From an optimization exercise on the open Yosys and OpenROAD flow, aimed at small area and a short achievable clock period; shortcuts taken in it are not production practice. At most, simulation tests tie the RTL to the original design; equivalence was not proved. No activity file was given, so power comes from the tool's default toggle rates.

==> try-quartz: inputs <==
==> flow/design.v (excerpt) <==
module SIMD(
input [11:0] instruction,
input clk,
input rst,
output [31:0] outputvalue
);
export LEC_CHECK = 0
export CAP_MARGIN = 20
export CORE_MARGIN = 2
export CORE_UTILIZATION = 70
export CTS_CLUSTER_DIAMETER = 150
export CTS_CLUSTER_SIZE = 20
export SLEW_MARGIN = 20
create_clock -name core_clock -period 10.0 [get_ports {clk}]
standard.sh (not shown) runs the stock make flow with config.mk's settings and CLKGATE_MAP_FILE= SYNTH_SCRIPT=/design/flow/synth_recipe.tcl, a recipe that flattens the netlist after the stock synthesis.
==> flow/flow/run.sh <==
#!/bin/bash
set -euo pipefail
bash standard.sh SETUP_SLACK_MARGIN=5.5 finish > make_finish.log 2>&1
==> try-yarrow: changes against try-quartz <==
--- a/flow/design.v
+++ b/flow/design.v
@@ -593,41 +593,20 @@
 wire [1:0] fc = cmd[5:4];
 wire [1:0] fb = cmd[3:2];
 wire [1:0] fa = cmd[1:0];
 wire is_logic = (op[3:2] == 2'b10);
 wire nop = rst | rst_d;
 wire mul = ~nop & (op[3:1] == 3'd1);
-reg  [15:0] sel_a;
-reg  [3:0]  sel_w, sel_b, sel_c;
-wire [11:0] ins = instruction;
-wire [3:0] ins_a = (ins[11:10] == 2'b10) ? {ins[3:2], ins[1:0]} : {ins[7:6], ins[1:0]};
-always @(posedge clk) begin
-  sel_a <= 16'd1 << ins_a;
-  sel_w <= 4'd1 << ins[7:6];
-  sel_b <= 4'd1 << ins[3:2];
-  sel_c <= 4'd1 << ins[5:4];
-end
-reg [15:0] rd_a, rd_b, rd_c;
-reg [15:0] bank [0:3];
-integer r, k;
-always @* begin
-  rd_a = 16'd0;
-  for (r = 0; r < 16; r = r + 1)
-    rd_a = rd_a | ({16{sel_a[r]}} & rf[16*r +: 16]);
-  for (k = 0; k < 4; k = k + 1) begin
-    bank[k] = 16'd0;
-    for (r = 0; r < 4; r = r + 1)
-      bank[k] = bank[k] | ({16{sel_w[r]}} & rf[16*(4*r+k) +: 16]);
-  end
-  rd_b = 16'd0;
-  rd_c = 16'd0;
-  for (k = 0; k < 4; k = k + 1) begin
-    rd_b = rd_b | ({16{sel_b[k]}} & bank[k]);
-    rd_c = rd_c | ({16{sel_c[k]}} & bank[k]);
-  end
-end
+wire [3:0] addr_a = is_logic ? {fb, fa} : {w, fa};
+wire [15:0] bank0 = rf[16*{w,2'd0} +: 16];
+wire [15:0] bank1 = rf[16*{w,2'd1} +: 16];
+wire [15:0] bank2 = rf[16*{w,2'd2} +: 16];
+wire [15:0] bank3 = rf[16*{w,2'd3} +: 16];
+wire [15:0] rd_a = rf[16*addr_a +: 16];
+wire [15:0] rd_b = fb[1] ? (fb[0] ? bank3 : bank2) : (fb[0] ? bank1 : bank0);
+wire [15:0] rd_c = fc[1] ? (fc[0] ? bank3 : bank2) : (fc[0] ? bank1 : bank0);
 wire [15:0] as_out;
 simd_addsub as(.a(rd_a), .b(rd_b), .w(w), .sub(op == 4'd1), .s(as_out));
 wire [15:0] sh_out;
 simd_shift sh(.d(rd_a), .w(w), .right(fb[0]), .arith(op == 4'd6), .q(sh_out));
 wire [15:0] pre = ({16{~nop & (op[3:1] == 3'd0)}} & as_out)
                 | ({16{~nop & ((op == 4'd4) | (op == 4'd6))}} & sh_out)
==> flow/run.sh (new file) <==
#!/bin/bash
# synth_recipe.tcl (not shown) runs the flow's synth.tcl, then flattens the netlist and writes it again
# the make line also repeats each setting of config.mk as NAME=value (left out here)
make -C /OpenROAD-flow-scripts/flow DESIGN_CONFIG=/design/flow/config.mk WORK_HOME=/design/flow/orfs CLKGATE_MAP_FILE= SYNTH_SCRIPT=/design/flow/synth_recipe.tcl finish
Settings changed: CORE_UTILIZATION 70 to 60, CTS_CLUSTER_SIZE 20 to 26, SETUP_SLACK_MARGIN set to 5.
removed: flow/flow/run.sh
removed: flow/standard.sh
==> try-juniper: changes against try-quartz <==
==> flow/flow/run.sh (replaced) <==
#!/bin/bash
set -euo pipefail
bash standard.sh SETUP_SLACK_MARGIN=6.0 finish > make_finish.log 2>&1
Settings changed: CORE_UTILIZATION 70 to 60.
==> qor summary <==
Met2 WL post-DR: try-quartz 36.8 mm; try-juniper 38.6 mm; try-yarrow 37.4 mm
Critical Path Start: try-quartz e_neg[4]$_DFF_P_; try-juniper e_one[0]$_DFF_P_; try-yarrow ra[8]$_DFF_P_
Register bit total from synthesis: try-quartz 454; try-juniper 454; try-yarrow 429
Clock network area share: try-quartz 0.0251; try-juniper 0.0243; try-yarrow 0.0198
Number of post-CTS setup repair buffers: try-quartz 26; try-juniper 44; try-yarrow 1
Largest incremental delay on the critical path: try-quartz 0.57 ns; try-juniper 0.53 ns; try-yarrow 0.57 ns
Final cell count without fillers: try-quartz 3051; try-juniper 3175; try-yarrow 2814
Effective utilization at floorplan: try-quartz 0.710; try-juniper 0.606; try-yarrow 0.612
Compound-Gate Fraction of Synth Area: try-quartz 0.199; try-juniper 0.199; try-yarrow 0.103
Number of DRC violations after detailed-routing iteration 0: try-quartz 4435; try-juniper 3511; try-yarrow 1923
Number of well taps: try-quartz 511; try-juniper 592; try-yarrow 592
Data arrival time at the worst-slack endpoint: try-quartz 5.23 ns; try-juniper 5.15 ns; try-yarrow 5.28 ns
Final worst setup slack: try-quartz 5.17 ns; try-juniper 5.21 ns; try-yarrow 5.05 ns
Power of the combinational group: try-quartz 1.05 mW; try-juniper 1.11 mW; try-yarrow 1.17 mW
Status: try-quartz timing/DRC/antenna clean; try-juniper timing/DRC/antenna clean; try-yarrow timing/DRC/antenna clean
Number of antenna repair diodes: try-quartz 3; try-juniper 7; try-yarrow 0
Layout non-clock buf frac: try-quartz 0.0465; try-juniper 0.0578; try-yarrow 0.0380
Drt first pass iters: try-quartz 8; try-juniper 6; try-yarrow 6
Combined global-route utilization of all metal layers: try-quartz 0.451; try-juniper 0.393; try-yarrow 0.329
Routed wire per std cell: try-quartz 29.4 µm; try-juniper 29.2 µm; try-yarrow 27.5 µm
Fraction of power consumed by combinational cells: try-quartz 0.234; try-juniper 0.245; try-yarrow 0.271
Total length of routed wires: try-quartz 89.7 mm; try-juniper 92.7 mm; try-yarrow 77.4 mm
Number of sinks handled by clock tree synthesis: try-quartz 454; try-juniper 454; try-yarrow 429
Die extent in y: try-quartz 199 µm; try-juniper 215 µm; try-yarrow 217 µm
Worst endpoint required time: try-quartz 10.40 ns; try-juniper 10.36 ns; try-yarrow 10.32 ns
Highest achievable clock rate: try-quartz 207 MHz; try-juniper 209 MHz; try-yarrow 202 MHz

* * *

==> job 7188 <==
SIMD, a different RTL version from the one above (not shown whole).
==> flow/config.mk <==
export PLATFORM = sky130hd
export DESIGN_NAME = SIMD
export DESIGN_NICKNAME = SIMD
export VERILOG_FILES = /design/flow/design.v
export SDC_FILE = /design/flow/constraint.sdc
export NUM_CORES = 4
export LEC_CHECK = 0
export CAP_MARGIN = 20
export CORE_MARGIN = 2
export CORE_UTILIZATION = 40
export SETUP_SLACK_MARGIN = 5
export SLEW_MARGIN = 20
==> flow/constraint.sdc <==
create_clock -name core_clock -period 10.0 [get_ports {clk}]
set_input_delay 2.0000 -clock core_clock [delete_from_list [all_inputs] [get_ports {clk}]]
set_output_delay 2.0000 -clock core_clock [all_outputs]
set_load 0.01 [all_outputs]
run.sh (not shown) runs the stock make flow with config.mk's settings and CLKGATE_MAP_FILE= SYNTH_SCRIPT=/design/flow/synth_recipe.tcl, a recipe that flattens the netlist after the stock synthesis.
Stock flow here: none of the scripts above is used.
==> job 1864: changes against job 7188 <==
--- a/flow/design.v
+++ b/flow/design.v
@@ -55,11 +55,13 @@
   input  [15:0] a,
   input  [7:0]  one, two, neg,
   input  [31:0] x,
   input         en,
   input         m4, m8, m16,
-  output [31:0] p
+  output [15:0] pl,
+  output [15:0] hx, hy,
+  output        hc
 );
   wire nm4 = ~m4, nm8 = ~m8, nm16 = ~m16;
   wire t0 = (one[0] & a[0]) ^ neg[0];
   wire t1 = ((one[0] & a[1]) | (two[0] & a[0])) ^ neg[0];
   wire t2 = ((one[0] & a[2]) | (two[0] & a[1])) ^ neg[0];
@@ -544,14 +546,17 @@
   wire t364 = fc360 & fs362;
   wire fs365, fc365;
   assign {fc365, fs365} = {1'b0, x[29]} + {1'b0, t182} + {1'b0, fc362};
   wire t366 = x[30] ^ t183;
   wire t367 = x[30] & t183;
-  wire [34:0] fx = {x[31], fc365, t364, fc361, fc359, fc356, fc353, t349, nm4, fc341, fc336, fc331, fc325, fc319, fc312, fc305, t297, m16, t280, t271, t263, t255, fs253, t241, t235, t229, nm4, fs225, fs218, fs213, fs209, fs205, fs202, t199, t0};
-  wire [34:0] fy = {t367, t366, fs365, t363, fs361, fs359, fs356, fs353, 1'b0, fs348, fs341, fs336, fs331, fs325, fs319, fs312, fs305, 1'b0, t295, t279, t270, t262, t254, t247, t240, t234, 1'b0, t227, t219, t214, t210, t206, t203, t200, t198};
-  wire [34:0] fs = fx + fy;
-  assign p = {fs[34:27], fs[25:18], fs[16:9], fs[7:0]};
+  wire [17:0] fx = {1'b0, t280, t271, t263, t255, fs253, t241, t235, t229, nm4, fs225, fs218, fs213, fs209, fs205, fs202, t199, t0};
+  wire [17:0] fy = {1'b0, t295, t279, t270, t262, t254, t247, t240, t234, 1'b0, t227, t219, t214, t210, t206, t203, t200, t198};
+  wire [17:0] fs = fx + fy;
+  assign pl = {fs[16:9], fs[7:0]};
+  assign hc = fs[17] & m16;
+  assign hx = {x[31], fc365, t364, fc361, fc359, fc356, fc353, t349, fc341, fc336, fc331, fc325, fc319, fc312, fc305, t297};
+  assign hy = {t367, t366, fs365, t363, fs361, fs359, fs356, fs353, fs348, fs341, fs336, fs331, fs325, fs319, fs312, fs305};
 endmodule
 module simd_shift(
 input  [15:0] d,
 input  [1:0]  w,
 input         right,
@@ -578,27 +583,50 @@
 reg  [15:0] ra;              
 reg  [7:0]  e_one, e_two, e_neg;    
 reg  [31:0] e_x;             
 reg  e_mul, e_m4, e_m8, e_m16;
 reg  [3:0] e_dst;
-reg  [15:0] res_l, res_h, out_l, out_h;
+reg  [15:0] res_l, out_l, out_h;
+reg  [15:0] w_hx, w_hy;      
+reg  w_hc, w_k24;            
 wire [3:0] op = cmd[11:8];
 wire [1:0] w  = cmd[7:6];
 wire [1:0] fc = cmd[5:4];
 wire [1:0] fb = cmd[3:2];
 wire [1:0] fa = cmd[1:0];
 wire is_logic = (op[3:2] == 2'b10);
 wire nop = rst | rst_d;
 wire mul = ~nop & (op[3:1] == 3'd1);
-wire [3:0] addr_a = is_logic ? {fb, fa} : {w, fa};
-wire [15:0] bank0 = rf[16*{w,2'd0} +: 16];
-wire [15:0] bank1 = rf[16*{w,2'd1} +: 16];
-wire [15:0] bank2 = rf[16*{w,2'd2} +: 16];
-wire [15:0] bank3 = rf[16*{w,2'd3} +: 16];
-wire [15:0] rd_a = rf[16*addr_a +: 16];
-wire [15:0] rd_b = fb[1] ? (fb[0] ? bank3 : bank2) : (fb[0] ? bank1 : bank0);
-wire [15:0] rd_c = fc[1] ? (fc[0] ? bank3 : bank2) : (fc[0] ? bank1 : bank0);
+reg  [15:0] sel_a;
+reg  [3:0]  sel_w, sel_b, sel_c;
+wire [11:0] ins = instruction;
+wire [3:0] ins_a = (ins[11:10] == 2'b10) ? {ins[3:2], ins[1:0]} : {ins[7:6], ins[1:0]};
+always @(posedge clk) begin
+  sel_a <= 16'd1 << ins_a;
+  sel_w <= 4'd1 << ins[7:6];
+  sel_b <= 4'd1 << ins[3:2];
+  sel_c <= 4'd1 << ins[5:4];
+end
+reg [15:0] rd_a, rd_b, rd_c;
+reg [15:0] bank [0:3];
+integer r, k;
+always @* begin
+  rd_a = 16'd0;
+  for (r = 0; r < 16; r = r + 1)
+    rd_a = rd_a | ({16{sel_a[r]}} & rf[16*r +: 16]);
+  for (k = 0; k < 4; k = k + 1) begin
+    bank[k] = 16'd0;
+    for (r = 0; r < 4; r = r + 1)
+      bank[k] = bank[k] | ({16{sel_w[r]}} & rf[16*(4*r+k) +: 16]);
+  end
+  rd_b = 16'd0;
+  rd_c = 16'd0;
+  for (k = 0; k < 4; k = k + 1) begin
+    rd_b = rd_b | ({16{sel_b[k]}} & bank[k]);
+    rd_c = rd_c | ({16{sel_c[k]}} & bank[k]);
+  end
+end
 wire [15:0] as_out;
 simd_addsub as(.a(rd_a), .b(rd_b), .w(w), .sub(op == 4'd1), .s(as_out));
 wire [15:0] sh_out;
 simd_shift sh(.d(rd_a), .w(w), .right(fb[0]), .arith(op == 4'd6), .q(sh_out));
 wire [15:0] pre = ({16{~nop & (op[3:1] == 3'd0)}} & as_out)
@@ -638,22 +666,26 @@
   e_m16 <= m16;
   e_dst <= nop ? 4'd0 : {w, fc};
   rst_d <= rst;
   cmd <= instruction;
 end
-wire [31:0] prod;
+wire [15:0] res, hx, hy;
+wire hc;
 simd_mul mu(.a(ra), .one(e_one), .two(e_two), .neg(e_neg), .x(e_x), .en(e_mul),
-            .m4(e_m4), .m8(e_m8), .m16(e_m16), .p(prod));
-wire [15:0] res = prod[15:0];
+            .m4(e_m4), .m8(e_m8), .m16(e_m16), .pl(res), .hx(hx), .hy(hy), .hc(hc));
+wire [17:0] hs = {w_hx[15:8], w_k24, w_hx[7:0], w_hc} + {w_hy[15:8], 1'b0, w_hy[7:0], w_hc};
 wire [15:0] wd0 = res & ~{16{rst}};
 wire [15:0] wd1 = res | {16{rst}};
 integer i;
 always @(posedge clk) begin
   res_l <= res;
-  res_h <= prod[31:16];
+  w_hx <= hx;
+  w_hy <= hy;
+  w_hc <= hc;
+  w_k24 <= ~e_m4;
   out_l <= res_l;
-  out_h <= res_h;
+  out_h <= {hs[17:10], hs[8:1]};
   for (i = 0; i < 16; i = i + 1)
     if (rst | (e_dst == i))
       rf[16*i +: 16] <= (wd1 & rf_init(i)) | (wd0 & ~rf_init(i));
 end
 function [15:0] rf_init(input integer r);
==> flow/flow/run.sh (new file) <==
#!/bin/bash
set -euo pipefail
bash standard.sh SETUP_SLACK_MARGIN=5.75 finish > make_finish.log 2>&1
==> flow/standard.sh (new file) <==
#!/bin/bash
# synth_recipe.tcl (not shown) runs the flow's synth.tcl, then flattens the netlist and writes it again
# the make line also repeats each setting of config.mk as NAME=value (left out here)
make -C /OpenROAD-flow-scripts/flow DESIGN_CONFIG=/design/flow/config.mk WORK_HOME=/design/flow/orfs CLKGATE_MAP_FILE= SYNTH_SCRIPT=/design/flow/synth_recipe.tcl "${@:-finish}"
==> flow/config.mk (replaced) <==
export PLATFORM = sky130hd
export DESIGN_NAME = SIMD
export DESIGN_NICKNAME = SIMD
export VERILOG_FILES = /design/flow/design.v
export SDC_FILE = /design/flow/constraint.sdc
export NUM_CORES = 4
export LEC_CHECK = 0
export CAP_MARGIN = 20
export CORE_MARGIN = 2
export CORE_UTILIZATION = 70
export CTS_CLUSTER_DIAMETER = 150
export CTS_CLUSTER_SIZE = 20
export SLEW_MARGIN = 20
removed: flow/run.sh
==> flow_metrics.tcl <==
set metrics [dict create \
    max_freq_ghz 0.205 \
    dr_wl_met3_mm 14.9 \
    synthAdderAreaFrac_pct 14.1 \
    dieHeight_um 199 \
    yosysMostFrequentCell "a22oi_1" \
    yosys-top-cells-area "edfxtp_1 29%, dfxtp_1 15%, a22oi_1 9.3%" \
    start_util_pct 71.0 \
    vias_per_cell 7.21 \
    min_from "res_l[3]$_DFF_P_" \
    grt_pass1_wl_mm 130 \
    nFlopsAndLatches 454 \
    outcome "complete, no violations" \
    grt_use_total_pct 44.9 \
    finalPower_mw 4.51 \
]
[end of results for job 1864]
==> flow_metrics.tcl <==
set metrics [dict create \
    dr_wl_met3_mm 6.21 \
    synth-xor-area-share_pct 6.89 \
    nFlopsAndLatches 412 \
    n_all_buffers 217 \
    dieHeight_um 262 \
    outcome "complete, no violations" \
    start_util_pct 40.5 \
    startpoint_type "register" \
    min_from "res_l[8]$_DFF_P_" \
    yosys-top-cells-area "edfxtp_1 29%, mux4_2 14%, dfxtp_1 12%" \
    taps 864 \
    max_freq_ghz 0.187 \
    grt_pass1_wl_mm 122 \
    clk-insertion-delay-late_ns 0.61 \
    muxShareOfSynthArea_pct 15.7 \
    grt_use_total_pct 23.4 \
    synthAdderAreaFrac_pct 14.1 \
    vias_per_cell 5.95 \
]
[end of results for job 7188]
No functional check of the RTL was part of job 7188.

## afterwards: timing with drivers on the ports
Ports are ideal in the flow. The routed layouts listed here were re-timed in OpenROAD. Step 1: set_driving_cell puts a clkbuf_16 on clk and a buf_2 on each other input, an assumption about the parent block. Step 2 times the ports against the registers' clock, not the clock port: input delays grow and output delays shrink by t, the midpoint of the rising clock arrivals with the driver on. a / b / c = ideal / step 1 / step 2; a / b = the first two.
run | t, ns | setup slack, ns | hold slack, ns | worst setup path at the end | pins driven straight from the clock port
try-quartz | 0.650 | 5.174 / 5.174 / 4.641 | 0.331 / 0.331 / 0.331 | input to register | 1
try-yarrow | 0.623 | 5.046 / 5.046 / 5.046 | 0.337 / 0.337 / 0.337 | register to register | 1
try-juniper | 0.653 | 5.207 / 5.207 / 5.207 | 0.331 / 0.331 / 0.331 | register to register | 1
job 7188 | 0.652 | 4.651 / 4.651 / 4.651 | 0.311 / 0.311 / 0.311 | register to register | 1
job 1864 | 0.649 | 5.122 / 5.122 / 5.122 | 0.330 / 0.330 / 0.330 | register to register | 1
After both steps every run listed still meets setup and hold. For try-quartz, which loses most, drivers alone change the setup slack by 0.000 ns; drivers and shift together by -0.533 ns.
